This design comes from an exercise in tuning for small area on the open sky130 flow, not from production work. Only simulation tests tie the RTL to the original design; equivalence was not proved. Power is estimated from default activity; no workload was simulated.

## exp/willow
==> flow/design.v <==
module pipeline(
    input clk,
    input rst,
    input [22:0] a,
    input [7:0] p,
    input [22:0] b,
    input [7:0] q,
    input m,
    output reg [7:0] final_exponent,
    output reg [22:0] normal_mantissa_sum
);
    genvar i;
    wire [22:0] orp;
    assign orp[0] = 1'b0;
    generate
        for (i = 1; i < 23; i = i + 1) begin : g_orp
            assign orp[i] = orp[i-1] | b[i-1];
        end
    endgenerate
    wire [22:0] bn = b ^ ({23{m}} & orp);
    wire [7:0] eh = ~(p ^ q);
    wire [7:0] eg = p & ~q;
    wire [8:0] c0;
    assign c0[0] = 1'b0;
    generate
        for (i = 0; i < 8; i = i + 1) begin : g_exc
            assign c0[i+1] = eg[i] | (eh[i] & c0[i]);
        end
    endgenerate
    wire       g  = c0[8];                        
    wire [7:0] t0 = eh ^ c0[7:0];
    wire [7:0] d  = t0 ^ {8{~g}};                 
    wire       dz = |d[7:5];                      
    wire [4:0] ds = {d[4:3] | {2{dz}}, d[2:0]};   
    wire [7:0] e  = g ? p : q;
    reg [7:0]  e0;
    reg [22:0] a0;
    reg [22:0] b0;
    reg        g0, g0n;
    reg [4:0]  d0, d0n;
    always @(posedge clk) begin
        e0  <= e;
        a0  <= a;
        b0  <= bn;
        g0  <= g;
        g0n <= ~g;
        d0  <= ds;
        d0n <= ~ds;
    end
    wire [22:0] m1d = ~((a0 | {23{g0n}}) & (b0 | {23{g0}}));
    wire [23:0] v0  = {g0, ~(g0 | a0[22]),
                       ~((b0[22:1] | {22{g0n}}) & (a0[21:0] | {22{g0}}))};
    wire [23:0] v1 = {~(v0[23] | d0[0]),
                      ~((v0[22:0] | {23{d0[0]}}) & (v0[23:1] | {23{d0n[0]}}))};
    wire [23:0] v2 = {~(v1[23:22] & {2{d0n[1]}}),
                      ~((v1[21:0] | {22{d0[1]}}) & (v1[23:2] | {22{d0n[1]}}))};
    wire [23:0] v4 = {~(v2[23:20] | {4{d0[2]}}),
                      ~((v2[19:0] | {20{d0[2]}}) & (v2[23:4] | {20{d0n[2]}}))};
    wire [23:0] v8 = {~(v4[23:16] & {8{d0n[3]}}),
                      ~((v4[15:0] | {16{d0[3]}}) & (v4[23:8] | {16{d0n[3]}}))};
    wire [23:0] sh = {~(v8[23:8] | {16{d0[4]}}),
                      ~((v8[7:0] | {8{d0[4]}}) & (v8[23:16] | {8{d0n[4]}}))};
    reg [7:0]  e1;
    reg [22:0] m1n;
    reg [23:0] s1;
    always @(posedge clk) begin
        e1  <= e0;
        m1n <= m1d;
        s1  <= sh;
    end
    reg r1, r2, r3, r4;
    always @(posedge clk) begin
        r1 <= rst;
        r2 <= r1;
        r3 <= r2;
        r4 <= r3;
    end
    wire [23:0] tsum;
    wire tco;
    bk_add24 add(.x({1'b0, m1n}), .y(s1 ^ {24{~m}}), .ci(~m), .s(tsum), .co(tco));
    wire [23:0] sum = ~tsum;
    wire co_m = ~(m ^ tco);                       
    wire c2n = (rst | r1) ? 1'b0 : (r2 ? ~m : co_m);
    reg        c2;
    reg [23:0] r2v;
    reg [7:0]  e2;
    always @(posedge clk) begin
        c2  <= c2n;
        r2v <= sum;
        e2  <= e1;
    end
    wire z16 = ~|r2v[23:8];
    wire k16 = ~c2 & z16;
    wire [23:0] t16 = k16 ? {r2v[7:0], 16'd0} : r2v;
    wire z8 = ~|t16[23:16];
    wire k8 = ~c2 & z8;
    wire [23:0] t8 = k8 ? {t16[15:0], 8'd0} : t16;
    wire z4 = ~|t8[23:20];
    wire k4 = ~c2 & z4;
    wire [1:0] t4h = k4 ? t8[19:18] : t8[23:22];   
    wire t4l = k4 ? t8[17] : t8[21];
    wire z2 = ~|t4h;
    wire k2 = ~c2 & z2;
    wire t2h = k2 ? t4l : t4h[1];                  
    wire k1 = c2 | ~t2h;
    wire zz = k16 & k8;                           
    wire [4:0] n = {k16, k8, k4 & ~zz, k2 & ~zz, k1 & ~zz};
    wire z2r = r1 | r2 | r3;
    reg [7:0]  e3n;                               
    reg [4:0]  n3;
    reg [2:0]  n3n;                               
    reg [22:0] t3n;                               
    always @(posedge clk) begin
        e3n <= z2r ? 8'hff : ~e2;
        n3  <= (z2r & ~c2) ? 5'd24 : n;
        n3n <= ~n[2:0];
        t3n <= ~t8[22:0];
    end
    wire [7:0] fy = {3'd0, n3} ^ {8{c2}};
    wire [8:0] fc;
    assign fc[0] = c2;
    generate
        for (i = 0; i < 8; i = i + 1) begin : g_fe
            assign fc[i+1] = (e3n[i] & fy[i]) | ((e3n[i] ^ fy[i]) & fc[i]);
        end
    endgenerate
    wire [7:0] fen = e3n ^ fy ^ fc[7:0];           
    wire zo = rst | r1 | r2 | r3 | r4;
    wire s1e  = n3[0] | zo;
    wire s1en = n3n[0] | zo;
    wire [22:0] u4 = ~((t3n | {23{n3[2]}}) & ({t3n[18:0], 4'hf} | {23{n3n[2]}}));   
    wire [22:0] u2 = ~((u4 | {23{n3[1]}}) & ({u4[20:0], 2'b00} | {23{n3n[1]}}));     
    wire [22:0] u1 = ~((u2 | {23{s1e}}) & ({u2[21:0], 1'b1} | {23{s1en}}));          
    always @(posedge clk) begin
        final_exponent <= ~(fen | {8{rst | r1}});
        normal_mantissa_sum <= u1;
    end
endmodule
module bk_add24(input [23:0] x, input [23:0] y, input ci, output [23:0] s, output co);
    wire [23:0] hp = x ^ y;
    wire [23:0] hg = x & y;
    wire g_1 = hg[0] | (hp[0] & ci);
    wire g_2 = hg[2] | (hp[2] & hg[1]);
    wire p_2 = hp[2] & hp[1];
    wire g_3 = hg[4] | (hp[4] & hg[3]);
    wire p_3 = hp[4] & hp[3];
    wire g_4 = hg[6] | (hp[6] & hg[5]);
    wire p_4 = hp[6] & hp[5];
    wire g_5 = hg[8] | (hp[8] & hg[7]);
    wire p_5 = hp[8] & hp[7];
    wire g_6 = hg[10] | (hp[10] & hg[9]);
    wire p_6 = hp[10] & hp[9];
    wire g_7 = hg[12] | (hp[12] & hg[11]);
    wire p_7 = hp[12] & hp[11];
    wire g_8 = hg[14] | (hp[14] & hg[13]);
    wire p_8 = hp[14] & hp[13];
    wire g_9 = hg[16] | (hp[16] & hg[15]);
    wire p_9 = hp[16] & hp[15];
    wire g_10 = hg[18] | (hp[18] & hg[17]);
    wire p_10 = hp[18] & hp[17];
    wire g_11 = hg[20] | (hp[20] & hg[19]);
    wire p_11 = hp[20] & hp[19];
    wire g_12 = hg[22] | (hp[22] & hg[21]);
    wire p_12 = hp[22] & hp[21];
    wire g_13 = g_2 | (p_2 & g_1);
    wire g_14 = g_4 | (p_4 & g_3);
    wire p_14 = p_4 & p_3;
    wire g_15 = g_6 | (p_6 & g_5);
    wire p_15 = p_6 & p_5;
    wire g_16 = g_8 | (p_8 & g_7);
    wire p_16 = p_8 & p_7;
    wire g_17 = g_10 | (p_10 & g_9);
    wire p_17 = p_10 & p_9;
    wire g_18 = g_12 | (p_12 & g_11);
    wire p_18 = p_12 & p_11;
    wire g_19 = g_14 | (p_14 & g_13);
    wire g_20 = g_16 | (p_16 & g_15);
    wire p_20 = p_16 & p_15;
    wire g_21 = g_18 | (p_18 & g_17);
    wire p_21 = p_18 & p_17;
    wire g_22 = g_20 | (p_20 & g_19);
    wire g_23 = g_21 | (p_21 & g_22);
    wire g_24 = g_15 | (p_15 & g_19);
    wire g_25 = g_17 | (p_17 & g_22);
    wire g_26 = g_3 | (p_3 & g_13);
    wire g_27 = g_5 | (p_5 & g_19);
    wire g_28 = g_7 | (p_7 & g_24);
    wire g_29 = g_9 | (p_9 & g_22);
    wire g_30 = g_11 | (p_11 & g_25);
    wire g_31 = hg[1] | (hp[1] & g_1);
    wire g_32 = hg[3] | (hp[3] & g_13);
    wire g_33 = hg[5] | (hp[5] & g_26);
    wire g_34 = hg[7] | (hp[7] & g_19);
    wire g_35 = hg[9] | (hp[9] & g_27);
    wire g_36 = hg[11] | (hp[11] & g_24);
    wire g_37 = hg[13] | (hp[13] & g_28);
    wire g_38 = hg[15] | (hp[15] & g_22);
    wire g_39 = hg[17] | (hp[17] & g_29);
    wire g_40 = hg[19] | (hp[19] & g_25);
    wire g_41 = hg[21] | (hp[21] & g_30);
    wire g_42 = hg[23] | (hp[23] & g_23);
    assign s[0] = hp[0] ^ ci;
    assign s[1] = hp[1] ^ g_1;
    assign s[2] = hp[2] ^ g_31;
    assign s[3] = hp[3] ^ g_13;
    assign s[4] = hp[4] ^ g_32;
    assign s[5] = hp[5] ^ g_26;
    assign s[6] = hp[6] ^ g_33;
    assign s[7] = hp[7] ^ g_19;
    assign s[8] = hp[8] ^ g_34;
    assign s[9] = hp[9] ^ g_27;
    assign s[10] = hp[10] ^ g_35;
    assign s[11] = hp[11] ^ g_24;
    assign s[12] = hp[12] ^ g_36;
    assign s[13] = hp[13] ^ g_28;
    assign s[14] = hp[14] ^ g_37;
    assign s[15] = hp[15] ^ g_22;
    assign s[16] = hp[16] ^ g_38;
    assign s[17] = hp[17] ^ g_29;
    assign s[18] = hp[18] ^ g_39;
    assign s[19] = hp[19] ^ g_25;
    assign s[20] = hp[20] ^ g_40;
    assign s[21] = hp[21] ^ g_30;
    assign s[22] = hp[22] ^ g_41;
    assign s[23] = hp[23] ^ g_23;
    assign co = g_42;
endmodule
export LEC_CHECK = 0
export CAP_MARGIN = 20
export CORE_MARGIN = 2
export CORE_UTILIZATION = 40
export GPL_TIMING_DRIVEN = 1
export SLEW_MARGIN = 20
create_clock -name core_clock -period 4.0 [get_ports {clk}]
standard.sh (not shown) runs the stock make flow with config.mk's settings and CLKGATE_MAP_FILE= SYNTH_SCRIPT=/design/flow/synth_recipe.tcl, a recipe that flattens the netlist after the stock synthesis.
==> flow/flow/run.sh <==
#!/bin/bash
set -euo pipefail
bash standard.sh \
  "BUFFER_PORTS_ARGS=-buffer_cell sky130_fd_sc_hd__buf_1" \
  "CTS_ARGS=-sink_clustering_enable -repair_clock_nets -sink_clustering_size 32 -sink_clustering_max_diameter 150 -buf_list sky130_fd_sc_hd__clkbuf_16 -dont_use_dummy_load" \
  finish > standard_flow.log 2>&1
exp/willow was carried through to the last stage, and its layout satisfied the timing, DRC and antenna checks.
The following lists how exp/onyx was set up differently from exp/willow:
--- a/flow/design.v
+++ b/flow/design.v
@@ -26,13 +26,20 @@
         for (i = 0; i < 8; i = i + 1) begin : g_exc
             assign c0[i+1] = eg[i] | (eh[i] & c0[i]);
         end
     endgenerate
     wire       g  = c0[8];                        
     wire [7:0] t0 = eh ^ c0[7:0];
-    wire [7:0] d  = t0 ^ {8{~g}};                 
+    wire [7:0] ta;                                
+    assign ta[0] = 1'b1;
+    generate
+        for (i = 1; i < 8; i = i + 1) begin : g_inc
+            assign ta[i] = ta[i-1] & t0[i-1];
+        end
+    endgenerate
+    wire [7:0] d  = ~(t0 ^ ({8{g}} & ~ta));       
     wire       dz = |d[7:5];                      
     wire [4:0] ds = {d[4:3] | {2{dz}}, d[2:0]};   
     wire [7:0] e  = g ? p : q;
     reg [7:0]  e0;
     reg [22:0] a0;
     reg [22:0] b0;
@@ -45,14 +52,13 @@
         g0  <= g;
         g0n <= ~g;
         d0  <= ds;
         d0n <= ~ds;
     end
     wire [22:0] m1d = ~((a0 | {23{g0n}}) & (b0 | {23{g0}}));
-    wire [23:0] v0  = {g0, ~(g0 | a0[22]),
-                       ~((b0[22:1] | {22{g0n}}) & (a0[21:0] | {22{g0}}))};
+    wire [23:0] v0  = {1'b0, ~((b0 | {23{g0n}}) & (a0 | {23{g0}}))};
     wire [23:0] v1 = {~(v0[23] | d0[0]),
                       ~((v0[22:0] | {23{d0[0]}}) & (v0[23:1] | {23{d0n[0]}}))};
     wire [23:0] v2 = {~(v1[23:22] & {2{d0n[1]}}),
                       ~((v1[21:0] | {22{d0[1]}}) & (v1[23:2] | {22{d0n[1]}}))};
     wire [23:0] v4 = {~(v2[23:20] | {4{d0[2]}}),
                       ~((v2[19:0] | {20{d0[2]}}) & (v2[23:4] | {20{d0n[2]}}))};
==> summary.txt <==
Static leakage: exp/onyx vs exp/willow — no meaningful difference
exp/onyx against exp/willow: synthesized cell count went down, global-route usage over all layers held steady, setup slack went down 0.081 ns, maximum VDD drop has decreased.
Simple-gate share of the synthesized area down 0.80 points in exp/onyx wrt exp/willow
Relative to exp/willow, the final clock period utilization by the worst path of exp/onyx is higher by 2.0 points.

==> separate check: timing with driven ports <==
The results above use ideal ports. As a check the final layouts listed here were re-extracted and re-timed, cells and wires unchanged. Step 1: set_driving_cell puts a clkbuf_16 on clk and a buf_2 on each other input, an assumption about the parent block. Step 2 times the ports against the registers' clock, not the clock port: input delays grow and output delays shrink by t, the midpoint of the rising clock arrivals with the driver on. a / b / c = no drivers / after step 1 / after step 2; a / b = the first two.
run	t (ns)	setup WS [ns]	hold WS [ns]	worst setup path after step 2	latest minus earliest clock arrival (ns)
exp/willow	0.476	0.310 / 0.331 / -0.145	0.335 / 0.335 / 0.335	input to register	0.068 / 0.068
exp/onyx	0.483	0.229 / 0.248 / -0.235	0.335 / 0.335 / 0.335	input to register	0.071 / 0.070
Met with ideal ports but missed after step 2: setup timing in exp/willow and exp/onyx. The setup slack of exp/onyx, which loses most, moves by +0.019 ns with the drivers and by -0.464 ns with both steps.
